Context: an optimization exercise on an open-source flow, tuned for small area, a short achievable clock period and few clock cycles. The choices shown serve that exercise and are no tape-out recipe. Function was checked by simulation only, so behaviour that the tests miss may differ from the original. Power and IR drop assume default switching activity.

Setup of run 1:
==> flow/design.v <==
module demosaic(clk, reset, in_en, data_in, wr_r, addr_r, wdata_r, rdata_r, wr_g, addr_g, wdata_g, rdata_g, wr_b, addr_b, wdata_b, rdata_b, done);
input clk;
input reset;
input in_en;
input [7:0] data_in;
output reg wr_r;
output reg [13:0] addr_r;
output reg [7:0] wdata_r;
input [7:0] rdata_r;
output reg wr_g;
output reg [13:0] addr_g;
output reg [7:0] wdata_g;
input [7:0] rdata_g;
output reg wr_b;
output reg [13:0] addr_b;
output reg [7:0] wdata_b;
input [7:0] rdata_b;
output reg done;
reg        in_en_q;
reg [7:0]  din_q;
reg [13:0] lcnt;       
reg        ld_done;    
always @(posedge clk) din_q <= data_in;
always @(posedge clk or posedge reset) begin
    if (reset) begin
        in_en_q <= 1'b0;
        lcnt    <= 14'd0;
        ld_done <= 1'b0;
    end else begin
        in_en_q <= in_en;
        if (in_en_q) begin
            lcnt <= lcnt + 14'd1;
            if (&lcnt) ld_done <= 1'b1;
        end
    end
end
wire busy_g = in_en_q & ~(lcnt[7] ^ lcnt[0]);
wire busy_r = in_en_q & ~lcnt[7] &  lcnt[0];
wire busy_b = in_en_q &  lcnt[7] & ~lcnt[0];
reg  [5:0] g_yh;
reg  [6:0] g_x;        
reg  [6:0] g_s;        
reg        g_wait, g_fin;
reg  [1:0] g_roff;     
reg  [7:0] g_c0, g_c1, g_c2, g_c3;        
reg  [7:0] g_m10, g_m11, g_m12, g_m13;    
reg  [7:0] g_m20, g_m21, g_m22;           
reg  [8:0] g_s1, g_s2;
reg        g_ge;       
reg        g_rv;
reg  [1:0] g_ri;
wire g_go  = ~g_fin & ~g_wait & ~busy_g;
wire g_rd  = |g_s[3:0];
wire g_g6  = g_go & g_s[6];
wire g_rot = g_go & (g_s[3] | g_s[4] | g_s[5]);
wire g_wv  = g_go & ~g_rd & (g_x[6:1] != 6'd0);
wire ge    = ~g_x[0];
wire [6:0] g_xm = g_x - 7'd1;
wire [5:0] g_rrow = g_yh + {4'd0, g_roff};
wire [13:0] g_addr = {g_rrow, g_x[0], (g_rd ? g_x : g_xm)};
wire [9:0] g_sum = g_s1 + g_s2;
wire cap0 = g_rv & (g_ri == 2'd0);
wire cap1 = g_rv & (g_ri == 2'd1);
wire cap2 = g_rv & (g_ri == 2'd2);
wire cap3 = g_rv & (g_ri == 2'd3);
always @(posedge clk) begin
    g_ri <= {g_s[2] | g_s[3], g_s[1] | g_s[3]};
    if (g_rot)      g_c0 <= g_c1;
    else if (cap0)  g_c0 <= rdata_g;
    if (g_rot)      g_c1 <= cap2 ? rdata_g : g_c2;
    else if (cap1)  g_c1 <= rdata_g;
    if (g_rot)      g_c2 <= g_c0;
    else if (cap2)  g_c2 <= rdata_g;
    if (cap3)       g_c3 <= rdata_g;
    if (g_g6) g_ge <= g_x[0];
    if (g_g6) begin
        g_m10 <= g_c0;  g_m11 <= g_c1;  g_m12 <= g_c2;  g_m13 <= g_c3;
        g_m20 <= g_m11; g_m21 <= g_m12; g_m22 <= g_m13;
    end else if (g_rot) begin
        g_m10 <= g_m11; g_m11 <= g_m12; g_m12 <= g_m13; g_m13 <= g_m10;
        g_m20 <= g_m21; g_m21 <= g_m22; g_m22 <= g_m20;
    end
    if (g_rot) begin
        g_s1 <= g_c0 + g_m20;
        g_s2 <= g_m10 + (g_ge ? g_m11 : g_m13);
    end
end
always @(posedge clk or posedge reset) begin
    if (reset) begin
        g_yh   <= 6'd0;
        g_x    <= 7'd0;
        g_s    <= 7'd1;
        g_wait <= 1'b1;
        g_fin  <= 1'b0;
        g_rv   <= 1'b0;
        g_roff <= 2'd1;          
    end else begin
        g_rv <= g_go & g_rd;
        if (g_wait & (ld_done | (lcnt[13:7] >= {g_yh, 1'b1} + 7'd6)))    
            g_wait <= 1'b0;
        if (g_go) begin
            g_s <= {g_s[5:0], g_s[6]};
            if (g_s[6])
                g_roff <= {1'b0, g_x[0]};            
            else
                g_roff <= {g_s[1] | g_s[2] | g_s[5], g_s[0] | g_s[2] | g_s[4]}
                          + {1'b0, ge};
            if (g_s[6]) begin
                g_x  <= g_x + 7'd1;
                if (&g_x) begin
                    g_yh   <= g_yh + 6'd3;
                    g_wait <= 1'b1;
                    if (g_yh == 6'd60) g_fin <= 1'b1;
                end
            end
        end
    end
end
wire        r_wv, b_wv, r_fin, b_fin;
wire [13:0] r_addr, b_addr;
wire [7:0]  r_wdata, b_wdata;
demosaic_rb #(.P(1'b1)) u_r (
    .clk(clk), .reset(reset), .busy(busy_r), .ld_done(ld_done), .lrow(lcnt[13:7]),
    .rdata(rdata_r), .wv(r_wv), .addr(r_addr), .wdata(r_wdata), .fin(r_fin));
demosaic_rb #(.P(1'b0)) u_b (
    .clk(clk), .reset(reset), .busy(busy_b), .ld_done(ld_done), .lrow(lcnt[13:7]),
    .rdata(rdata_b), .wv(b_wv), .addr(b_addr), .wdata(b_wdata), .fin(b_fin));
always @(posedge clk) begin
    addr_g  <= busy_g ? lcnt  : g_addr;
    wdata_g <= busy_g ? din_q : g_sum[9:2];
    addr_r  <= busy_r ? lcnt  : r_addr;
    wdata_r <= busy_r ? din_q : r_wdata;
    addr_b  <= busy_b ? lcnt  : b_addr;
    wdata_b <= busy_b ? din_q : b_wdata;
end
always @(posedge clk or posedge reset) begin
    if (reset) begin
        wr_g <= 1'b0;
        wr_r <= 1'b0;
        wr_b <= 1'b0;
        done <= 1'b0;
    end else begin
        wr_g <= busy_g | g_wv;
        wr_r <= busy_r | r_wv;
        wr_b <= busy_b | b_wv;
        done <= ld_done & g_fin & r_fin & b_fin;
    end
end
endmodule
module demosaic_rb #(parameter P = 1'b1) (
    input             clk,
    input             reset,
    input             busy,
    input             ld_done,
    input      [6:0]  lrow,
    input      [7:0]  rdata,
    output            wv,
    output     [13:0] addr,
    output     [7:0]  wdata,
    output reg        fin
);
reg [5:0] ti;
reg [5:0] xi;
wire [5:0] ti1 = ti + 6'd1;
wire [5:0] xp  = xi - 6'd1;
reg       x64;         
reg [4:0] s;           
reg       wt;
reg [7:0] a, b, hp;
reg [8:0] vc, vp;
reg       rv, ri;
wire go = ~fin & ~wt & ~busy;
wire [7:0] hs = P ? b : a;
wire [6:0] row_m1 = P ? {ti, 1'b0}  : {ti, 1'b1};
wire [6:0] row_t  = P ? {ti, 1'b1}  : {ti1, 1'b0};
wire [6:0] row_p1 = P ? {ti1, 1'b0} : {ti1, 1'b1};
wire [6:0] row_h  = P ? row_p1 : row_m1;
wire [6:0] col_x  = {xi, P};
wire [6:0] col_x1 = P ? {xi, 1'b0} : {xp, 1'b1};
wire [6:0] col_x2 = P ? {xp, 1'b1} : {xp, 1'b0};
wire xi_lo = (xi == 6'd0) & ~x64;
wire hd_ok = ~xi_lo & ~x64;                                    
wire v_ok  = P ? hd_ok : (x64 | (xi[5:1] != 5'd0));           
reg [6:0] arow, acol;
reg       wok;
reg [7:0] wd;
wire [8:0] hsum = hp + hs;
wire [9:0] dsum = vp + vc;
always @(*) begin
    arow = ({7{s[0]}} & row_m1) | ({7{s[1]}} & row_p1) | ({7{s[2] | s[4]}} & row_t) | ({7{s[3]}} & row_h);
    acol = ({7{s[0] | s[1]}} & col_x) | ({7{s[2]}} & col_x2) | ({7{s[3] | s[4]}} & col_x1);
    wok  = (s[2] & v_ok) | ((s[3] | s[4]) & hd_ok);
    wd   = ({8{s[2]}} & vp[8:1]) | ({8{s[3]}} & hsum[8:1]) | ({8{s[4]}} & dsum[9:2]);
end
assign addr  = {arow, acol};
assign wdata = wd;
assign wv    = go & wok;
always @(posedge clk) begin
    ri <= s[1];
    if (rv) begin
        if (ri) b <= rdata;
        else    a <= rdata;
    end
    if (go & s[3]) vc <= a + b;
    if (go & s[4]) begin
        vp <= vc;
        hp <= hs;
    end
end
always @(posedge clk or posedge reset) begin
    if (reset) begin
        ti  <= 6'd0;
        xi  <= 6'd0;
        x64 <= 1'b0;
        s   <= 5'd1;
        wt  <= 1'b1;
        fin <= 1'b0;
        rv  <= 1'b0;
    end else begin
        rv <= go & (s[0] | s[1]);
        if (wt & (ld_done | ({1'b0, lrow[6:1]} >= {1'b0, ti} + 7'd2)))
            wt <= 1'b0;
        if (go) begin
            s <= {s[3:0], s[4]};
            if (s[4]) begin
                if (x64) begin
                    xi  <= 6'd0;
                    x64 <= 1'b0;
                    ti  <= ti1;
                    wt  <= 1'b1;
                    if (ti == 6'd62) fin <= 1'b1;
                end else begin
                    xi  <= xi + 6'd1;
                    x64 <= &xi;
                end
            end
        end
    end
end
endmodule
clock: 5.0 ns
lec_check: 0
cap_margin: 20
core_margin: 2
core_utilization: 60
cts_buf_list: sky130_fd_sc_hd__clkbuf_8
cts_cluster_diameter: 60
cts_cluster_size: 16
place_density: 0.75
setup_slack_margin: 3.0
slew_margin: 20
tns_end_percent: 10
run.sh (not shown) runs the stock make flow with config.mk's settings and CLKGATE_MAP_FILE= SYNTH_SCRIPT=/design/flow/synth_recipe.tcl, a recipe that flattens the netlist after the stock synthesis.
Testbench counts of run 1, summed over its fixed seeds: cycles 329,652.
#### Input delta (run 2 over run 1)
- CORE_UTILIZATION: 60 -> 40
- PLACE_DENSITY: 0.75 -> unset
- SETUP_SLACK_MARGIN: 3.0 -> 3.15
Findings:
- Going from run 1 to run 2, final area grew by a few percent.
- Run 2 vs. run 1: fraction of power spent switching nets shows an increase of 0.65 points, relative contribution of the clock network to total power increased by 1.1 points relative to the old numbers.
- For run 1, the slowest stage cell on the critical path was sky130_fd_sc_hd__edfxtp_1, unlike run 2, where it was sky130_fd_sc_hd__dfrtp_1.
- Max power across run 2 and run 1: run 2
- The launching element of the worst setup path comes out wr_r in one run and g_ge in the other, namely in run 2 and run 1 respectively.
The following lists how run 3 was set up differently from run 2:
- removing CTS_CLUSTER_SIZE (formerly 16)
- removing CTS_CLUSTER_DIAMETER (formerly 60)
- changing SETUP_SLACK_MARGIN from 3.15 to 2.7
- removing TNS_END_PERCENT (formerly 10)
- removing CTS_BUF_LIST (formerly sky130_fd_sc_hd__clkbuf_8)
==> comparison <==
- Relative to run 2, worst hold slack has gone down in run 3.
- Run 3 vs run 2 on worst-case headroom to the max-slew limit: run 3 is the lower one.
- Taking run 3 as 1.0, run 2 lands at 1.14 on non-clock buffer count.
- Run 3 ends up with a maximum frequency that is about 3% lower than in run 2.
- Number of flops mapped to enable cells by yosys came out exactly the same in run 3 and run 2.
- Antenna cell count sits higher in run 3 than in run 2.
- Going from run 2 to run 3, global-route usage grows by 0.57 points.
- Higher number of global-route vias before repair goes to run 2 over run 3.
- DRC marker count from the first detailed-route iteration sits higher in run 3 than in run 2.
- Run 3 vs run 2: total detailed-routing wirelength up slightly
Setup changes, run 3 to run 4
- setting ABC_AREA to 1 for the first time
- setting CTS_BUF_LIST to sky130_fd_sc_hd__clkbuf_8 for the first time
- setting CTS_CLUSTER_SIZE to 16 for the first time
- setting CTS_CLUSTER_DIAMETER to 60 for the first time
- setting TNS_END_PERCENT to 10 for the first time
- changing SETUP_SLACK_MARGIN from 2.7 to 3.0
Notes after the runs:
Going from run 3 to run 4, final area shows an increase of 1.0%; flip-flop and latch power moved down. Run 3 reports its timing startpoint of the critical path as g_ge while run 4 reports addr_b[8]. In the reports for run 3 and run 4, the smaller fraction of standard cell area in multi-input logic belongs to run 4. The clock power of run 4 was superior to that of run 3. Die outline area, run 3 and run 4, higher one = run 4. Of run 3 and run 4, run 3 shows the higher setup slack at placement, with run 4 below it. Run 4 vs. run 3: proportion of synthesized area in mux cells went down by 2.4 points. Worst hold path depth: run 4 vs run 3 identical. Looking at global-route usage, run 4 sits 0.40 points above run 3.
Changes in run 5 relative to run 4:
- CTS_BUF_LIST: sky130_fd_sc_hd__clkbuf_8 -> sky130_fd_sc_hd__clkbuf_16
- CTS_CLUSTER_SIZE: 16 -> 32
- ABC_AREA: 1 -> unset
- CTS_CLUSTER_DIAMETER: 60 -> 100
## What came out
Run 5: final area about 3% below run 4
Compared with run 4, in run 5 proportion of power drawn by combinational gates -0.5 points, utilization was more or less identical, number of cells produced by synthesis decreased 296.
Relative to run 4, part of the total power dissipated in the clock network has decreased by 6.8 points in run 5.
There was hardly any difference in minimum setup slack in the final design between run 5 and run 4.
Against run 4, run 5 comes in 333 lower on number of nets in the final layout.
Compared with run 4, run 5 shows area fraction in compound gates after synthesis lower by 0.85 points.
The net switching power figure in run 5 sits 16% below the value recorded for run 4.

========
build 44:
// demosaic: RTL as listed in full above, without the edits since
export LEC_CHECK = 0
export CAP_MARGIN = 20
export CORE_MARGIN = 2
export CORE_UTILIZATION = 40
export CTS_BUF_LIST = sky130_fd_sc_hd__clkbuf_8
export CTS_CLUSTER_DIAMETER = 60
export CTS_CLUSTER_SIZE = 16
export SETUP_SLACK_MARGIN = 3.0
export SLEW_MARGIN = 20
export TNS_END_PERCENT = 10
create_clock -name core_clock -period 5.0 [get_ports {clk}]
Testbench counts of build 44, summed over its fixed seeds: cycles 329,652.
The following lists how build 20 was set up differently from build 44:
# build 44
export LEC_CHECK = 0
export CAP_MARGIN = 20
export CORE_MARGIN = 2
export CORE_UTILIZATION = 40
export CTS_BUF_LIST = sky130_fd_sc_hd__clkbuf_8
export CTS_CLUSTER_DIAMETER = 60
export CTS_CLUSTER_SIZE = 16
export SETUP_SLACK_MARGIN = 3.0
export SLEW_MARGIN = 20
export TNS_END_PERCENT = 10
create_clock -name core_clock -period 5.0 [get_ports {clk}]
# build 20
export LEC_CHECK = 0
export CAP_MARGIN = 20
export CORE_MARGIN = 2
export CORE_UTILIZATION = 40
export CTS_BUF_LIST = sky130_fd_sc_hd__clkbuf_8 sky130_fd_sc_hd__clkbuf_16
export CTS_CLUSTER_SIZE = 20
export SETUP_SLACK_MARGIN = 3.0
export SLEW_MARGIN = 20
export TNS_END_PERCENT = 10
create_clock -name core_clock -period 5.0 [get_ports {clk}]
Findings:
Build 20 ends up with a final setup slack of the worst path that is 28 ps higher than in build 44.
In build 20 the number of buffers other than clock buffers in the final layout turned out 8 higher than in build 44.
Build 20 vs. build 44: minimum clock period decreased by 28 ps relative to the old numbers, power picked up an extra about 20%, post-CTS setup buffer count went down, utilization after layout went up, antenna diode instance count shows no meaningful change.
Between build 44 and build 20, design area increased.
Build 44 -> build 20: sum of overflow across all layers after global routing flat
Changes observed in build 20 relative to build 44: area of the die essentially unchanged, routed wire length up 1.7%.
Edits applied to the flow inputs when going from build 20 to build 55:
# build 20
export LEC_CHECK = 0
export CAP_MARGIN = 20
export CORE_MARGIN = 2
export CORE_UTILIZATION = 40
export CTS_BUF_LIST = sky130_fd_sc_hd__clkbuf_8 sky130_fd_sc_hd__clkbuf_16
export CTS_CLUSTER_SIZE = 20
export SETUP_SLACK_MARGIN = 3.0
export SLEW_MARGIN = 20
export TNS_END_PERCENT = 10
create_clock -name core_clock -period 5.0 [get_ports {clk}]
# build 55
export LEC_CHECK = 0
export CAP_MARGIN = 20
export CORE_MARGIN = 2
export CORE_UTILIZATION = 40
export SETUP_SLACK_MARGIN = 3.0
export SLEW_MARGIN = 20
export TNS_END_PERCENT = 10
create_clock -name core_clock -period 5.0 [get_ports {clk}]
Notes after the runs:
Of build 55 and build 20, it is build 55 that has the higher power share of the clock group.
Any difference in setup slack between build 20 and build 55 is small enough to ignore.
Build 55 vs. build 20: minimum hold slack essentially unchanged, sum of internal, switching and leakage power saw an increase, synthesized netlist cell count held, via count closely matched the old numbers.
There was hardly any difference in average vias per placed instance between build 20 and build 55.
Delta (build 55 minus build 20): fmax level, die area level, normalized max-slew margin moved up.
Re detailed-router iteration count before antenna repair: no difference whatsoever between build 55 and build 20.
For build 82, these inputs were changed with respect to build 55:
# build 55
export LEC_CHECK = 0
export CAP_MARGIN = 20
export CORE_MARGIN = 2
export CORE_UTILIZATION = 40
export SETUP_SLACK_MARGIN = 3.0
export SLEW_MARGIN = 20
export TNS_END_PERCENT = 10
create_clock -name core_clock -period 5.0 [get_ports {clk}]
# build 82
export LEC_CHECK = 0
export CAP_MARGIN = 20
export CORE_MARGIN = 2
export CORE_UTILIZATION = 40
export CTS_BUF_LIST = sky130_fd_sc_hd__clkbuf_8
export CTS_CLUSTER_DIAMETER = 60
export CTS_CLUSTER_SIZE = 16
export SETUP_SLACK_MARGIN = 3.0
export SLEW_MARGIN = 20
export TNS_END_PERCENT = 10
create_clock -name core_clock -period 5.0 [get_ports {clk}]
==> flow/flow/run.sh (new file) <==
#!/bin/bash
# Standard layout, with the port buffers made of sky130_fd_sc_hd__buf_2 cells
# instead of the delay cells buffer_ports picks by itself.
set -euo pipefail
export BUFFER_PORTS_ARGS="-buffer_cell sky130_fd_sc_hd__buf_2"
bash standard.sh > standard.log 2>&1
==> flow/standard.sh (new file) <==
#!/bin/bash
# synth_recipe.tcl (not shown) runs the flow's synth.tcl, then flattens the netlist and writes it again
# the make line also repeats each setting of config.mk as NAME=value (left out here)
make -C /OpenROAD-flow-scripts/flow DESIGN_CONFIG=/design/flow/config.mk WORK_HOME=/design/flow/orfs CLKGATE_MAP_FILE= SYNTH_SCRIPT=/design/flow/synth_recipe.tcl "${@:-finish}"
removed: flow/run.sh
[summary]
Clock share of power down 11 points in build 82 wrt build 55
Total power in build 82 is 1.1 mW below build 55.
Going from build 55 to build 82, fmax shrank by about 4.3%; final-layout clock buffer total shrank by 23.
Compared to build 55, build 82 has required arrival time at the worst endpoint 1400 ps higher.
Taking build 55 as the reference, in build 82 synthesized cell count level; post-cts repair resize count now smaller; fraction of area in multi-input gates went up 1.6 points.
On build 82: number of buffer and inverter stages on the critical path is 2 higher than what build 55 gave.
What build 61 does differently from build 82 at the input level:
# build 82
export LEC_CHECK = 0
export CAP_MARGIN = 20
export CORE_MARGIN = 2
export CORE_UTILIZATION = 40
export CTS_BUF_LIST = sky130_fd_sc_hd__clkbuf_8
export CTS_CLUSTER_DIAMETER = 60
export CTS_CLUSTER_SIZE = 16
export SETUP_SLACK_MARGIN = 3.0
export SLEW_MARGIN = 20
export TNS_END_PERCENT = 10
create_clock -name core_clock -period 5.0 [get_ports {clk}]
# build 61
export LEC_CHECK = 0
export CAP_MARGIN = 20
export CORE_MARGIN = 2
export CORE_UTILIZATION = 40
export SETUP_SLACK_MARGIN = 3.0
export SLEW_MARGIN = 20
create_clock -name core_clock -period 5.0 [get_ports {clk}]
==> flow/run.sh (new file) <==
#!/bin/bash
# synth_recipe.tcl (not shown) runs the flow's synth.tcl, then flattens the netlist and writes it again
# the make line also repeats each setting of config.mk as NAME=value (left out here)
make -C /OpenROAD-flow-scripts/flow DESIGN_CONFIG=/design/flow/config.mk WORK_HOME=/design/flow/orfs CLKGATE_MAP_FILE= SYNTH_SCRIPT=/design/flow/synth_recipe.tcl finish
removed: flow/flow/run.sh
removed: flow/standard.sh
Results
Core utilization: lower on build 82. Going from build 82 to build 61, portion of netlist area occupied by mux cells neither gained nor lost much; fraction of the cycle the final worst path needs went down by 1.5 points; largest net degree at the start of global routing -10. Comparing build 61 and build 82, the higher final non-filler cell total is on build 61. Initial core utilization came out exactly the same in build 61 and build 82. Global routing met1 resource utilization was higher in build 61 than in build 82. Going from build 82 to build 61, sequential fraction of total cell area has decreased; setup slack at placement has increased; clock-buffer cell count has increased.

[port drivers added, routing unchanged]
The results above use ideal ports. As a check the final layouts listed here were re-extracted and re-timed, cells and wires unchanged. Step 1: set_driving_cell puts a clkbuf_16 on clk and a buf_2 on each other input, an assumption about the parent block. Step 2 also shifts input and output timing later by t, the mid clock arrival at the registers, as if the neighbouring blocks saw the same clock. Three values: ideal ports, drivers, drivers and shift; two values: the first two.
run | t, ns | setup WS [ns] | worst hold slack (ns) | worst data-port slew with drivers (ns) | pins driven straight from the clock port
run 1 | 0.639 | 2.706 / 2.706 / 2.630 | 0.465 / 0.465 / 0.465 | 0.05 | 1
run 2 | 0.691 | 2.766 / 2.714 / 2.792 | 0.469 / 0.469 / 0.469 | 0.05 | 1
run 3 | 0.605 | 2.699 / 2.699 / 2.699 | 0.452 / 0.452 / 0.452 | 0.05 | 1
run 4 | 0.665 | 2.810 / 2.756 / 2.620 | 0.467 / 0.467 / 0.467 | 0.06 | 1
run 5 | 0.567 | 2.811 / 2.763 / 2.811 | 0.475 / 0.475 / 0.475 | 0.05 | 1
build 44 | 0.690 | 2.774 / 2.721 / 2.792 | 0.469 / 0.469 / 0.469 | 0.05 | 1
build 20 | 0.605 | 2.802 / 2.748 / 2.813 | 0.461 / 0.461 / 0.461 | 0.05 | 1
build 55 | 0.603 | 2.801 / 2.747 / 2.816 | 0.461 / 0.461 / 0.461 | 0.05 | 1
build 82 | 0.690 | 2.702 / 2.702 / 2.702 | 0.347 / 0.319 / 0.475 | 0.04 | 1
build 61 | 0.605 | 2.775 / 2.775 / 2.649 | 0.465 / 0.465 / 0.465 | 0.05 | 1
After both steps setup and hold are still met in every run listed. The setup slack of run 4, which loses most, moves by -0.054 ns with the drivers and by -0.190 ns with both steps. The worst setup slack also covers recovery checks on asynchronous resets.
